From an optimization exercise on the open Yosys and OpenROAD flow, aimed at small area, a short achievable clock period and few clock cycles per item; shortcuts taken in it are not production practice.

Design SHA256, start of the top module:
module SHA256(
  input clk,
  input [2:0] P,
  input [255:0] passwd_hash,
  input [71:0] start,
  output [71:0] hash,
  output done
);
localparam [31:0] IV0 = 32'h6a09e667, IV1 = 32'hbb67ae85, IV2 = 32'h3c6ef372, IV3 = 32'ha54ff53a,
                  IV4 = 32'h510e527f, IV5 = 32'h9b05688c, IV6 = 32'h1f83d9ab, IV7 = 32'h5be0cd19;
localparam [1:0] S_LOAD = 2'd0, S_RUN = 2'd1, S_DONE = 2'd2;
localparam [2047:0] KT = {
  32'hc67178f2, 32'hbef9a3f7, 32'ha4506ceb, 32'h90befffa,
  32'h8cc70208, 32'h84c87814, 32'h78a5636f, 32'h748f82ee,
  32'h682e6ff3, 32'h5b9cca4f, 32'h4ed8aa4a, 32'h391c0cb3,
  32'h34b0bcb5, 32'h2748774c, 32'h1e376c08, 32'h19a4c116,
  32'h106aa070, 32'hf40e3585, 32'hd6990624, 32'hd192e819,
  32'hc76c51a3, 32'hc24b8b70, 32'ha81a664b, 32'ha2bfe8a1,
  32'h92722c85, 32'h81c2c92e, 32'h766a0abb, 32'h650a7354,
  32'h53380d13, 32'h4d2c6dfc, 32'h2e1b2138, 32'h27b70a85,
  32'h14292967, 32'h06ca6351, 32'hd5a79147, 32'hc6e00bf3,
  ...
clock: 15.0 ns
lec_check: 0
cap_margin: 20
core_margin: 2
core_utilization: 40
slew_margin: 20
synth_memory_max_bits: 8192
standard.sh (not shown) runs the stock make flow with config.mk's settings and CLKGATE_MAP_FILE= SYNTH_SCRIPT=/design/flow/synth_recipe.tcl, a recipe that flattens the netlist after the stock synthesis.
==> flow/flow/run.sh <==
#!/bin/bash
# Standard ORFS layout, with repair_timing aiming for more setup slack than the clock needs.
set -euo pipefail
bash standard.sh SETUP_SLACK_MARGIN=10 finish > standard.log 2>&1
==> next run, changes <==
==> flow/run.sh (new file) <==
#!/bin/bash
# synth_recipe.tcl (not shown) runs the flow's synth.tcl, then flattens the netlist and writes it again
# the make line also repeats each setting of config.mk as NAME=value (left out here)
make -C /OpenROAD-flow-scripts/flow DESIGN_CONFIG=/design/flow/config.mk WORK_HOME=/design/flow/orfs CLKGATE_MAP_FILE= SYNTH_SCRIPT=/design/flow/synth_recipe.tcl finish
removed: flow/flow/run.sh
removed: flow/standard.sh
What happened: The new run passed the timing, DRC and antenna checks; design area falls by 3.7%; worst hold slack gets better by 0.0094 ns; via count falls by 0.98%.
No run of this note included a check of the RTL's function; only the layout flow was run.

========
## oak
SHA256, a different RTL version from the one above (not shown whole).
For scale: roughly 4200 cells after synthesis, roughly 870 flip-flops, about 410 I/O pins, about 44000 um^2 of cells after synthesis.
clock: 15.0 ns
lec_check: 0
cap_margin: 20
core_margin: 2
core_utilization: 40
slew_margin: 20
synth_hierarchical: 1
synth_memory_max_bits: 8192
==> flow/flow/run.sh <==
#!/bin/bash
# Standard ORFS layout, with repair_timing aiming for more setup slack than the clock needs,
# and clock tree synthesis without dummy loads.
set -euo pipefail
bash standard.sh SETUP_SLACK_MARGIN=11 "CTS_ARGS=-sink_clustering_enable -repair_clock_nets -dont_use_dummy_load -sink_clustering_size 30 -sink_clustering_max_diameter 50" finish > standard.log 2>&1
Setup changes, oak to pine
==> flow/flow/run.sh <==
#!/bin/bash
# Standard ORFS layout, with repair_timing aiming for more setup slack than the clock needs,
# and clock tree synthesis without dummy loads.
set -euo pipefail
bash standard.sh SETUP_SLACK_MARGIN=11 "CTS_ARGS=-sink_clustering_enable -repair_clock_nets -dont_use_dummy_load" finish > standard.log 2>&1
[summary]
- On area occupied by registers, oak tracks pine almost exactly.
- In the metrics for pine and oak, the one carrying the higher count of plain and timing-repair buffers is pine.
- A worst setup path startpoint of passwd_hash[79] is what pine shows, while w[40] belongs to oak.
- The design area number comes out higher for pine vs oak.
- pine has completed all stages; timing, DRC and antenna checks passed.
- pine vs. oak: non-clock buffer contribution to total cell area went up by 0.46 points.
- Area added between synthesis and finish ended up 1.8 points higher on pine than on oak.
Function was not checked in any run of this note: the RTL went through the layout flow alone.

==> port drivers added, routing unchanged <==
How much do the figures lean on ideal ports? The routed layouts below were timed once more, with nothing changed but the port constraints. Step 1, drivers: a clkbuf_16 drives clk and a buf_2 each remaining input, both assumed. Step 2 moves the port delays by t, midway between the first and last clock arrival at a register: inputs arrive t later, outputs are due t later. That takes back most of the time a late clock gives input paths. Three values: ideal, step 1, step 2; two values: the first two.
run | t, ns | setup slack, ns | worst setup path after step 2 | latest minus earliest clock arrival (ns) | slew at the worst register clock pin (ns)
the first run of note 1 | 0.740 | 8.910 / 8.910 / 8.910 | register to register | 0.043 / 0.042 | 0.07 / 0.07
the second run of note 1 | 0.739 | 6.582 / 6.582 / 6.582 | register to register | 0.022 / 0.022 | 0.07 / 0.07
oak | 0.721 | 10.291 / 10.291 / 9.738 | input to register | 0.129 / 0.129 | 0.10 / 0.10
pine | 0.718 | 10.451 / 10.466 / 9.770 | input to register | 0.078 / 0.079 | 0.06 / 0.06
After both steps every run listed still meets setup and hold. The setup slack of pine, which loses most, moves by +0.015 ns with the drivers and by -0.681 ns with both steps.
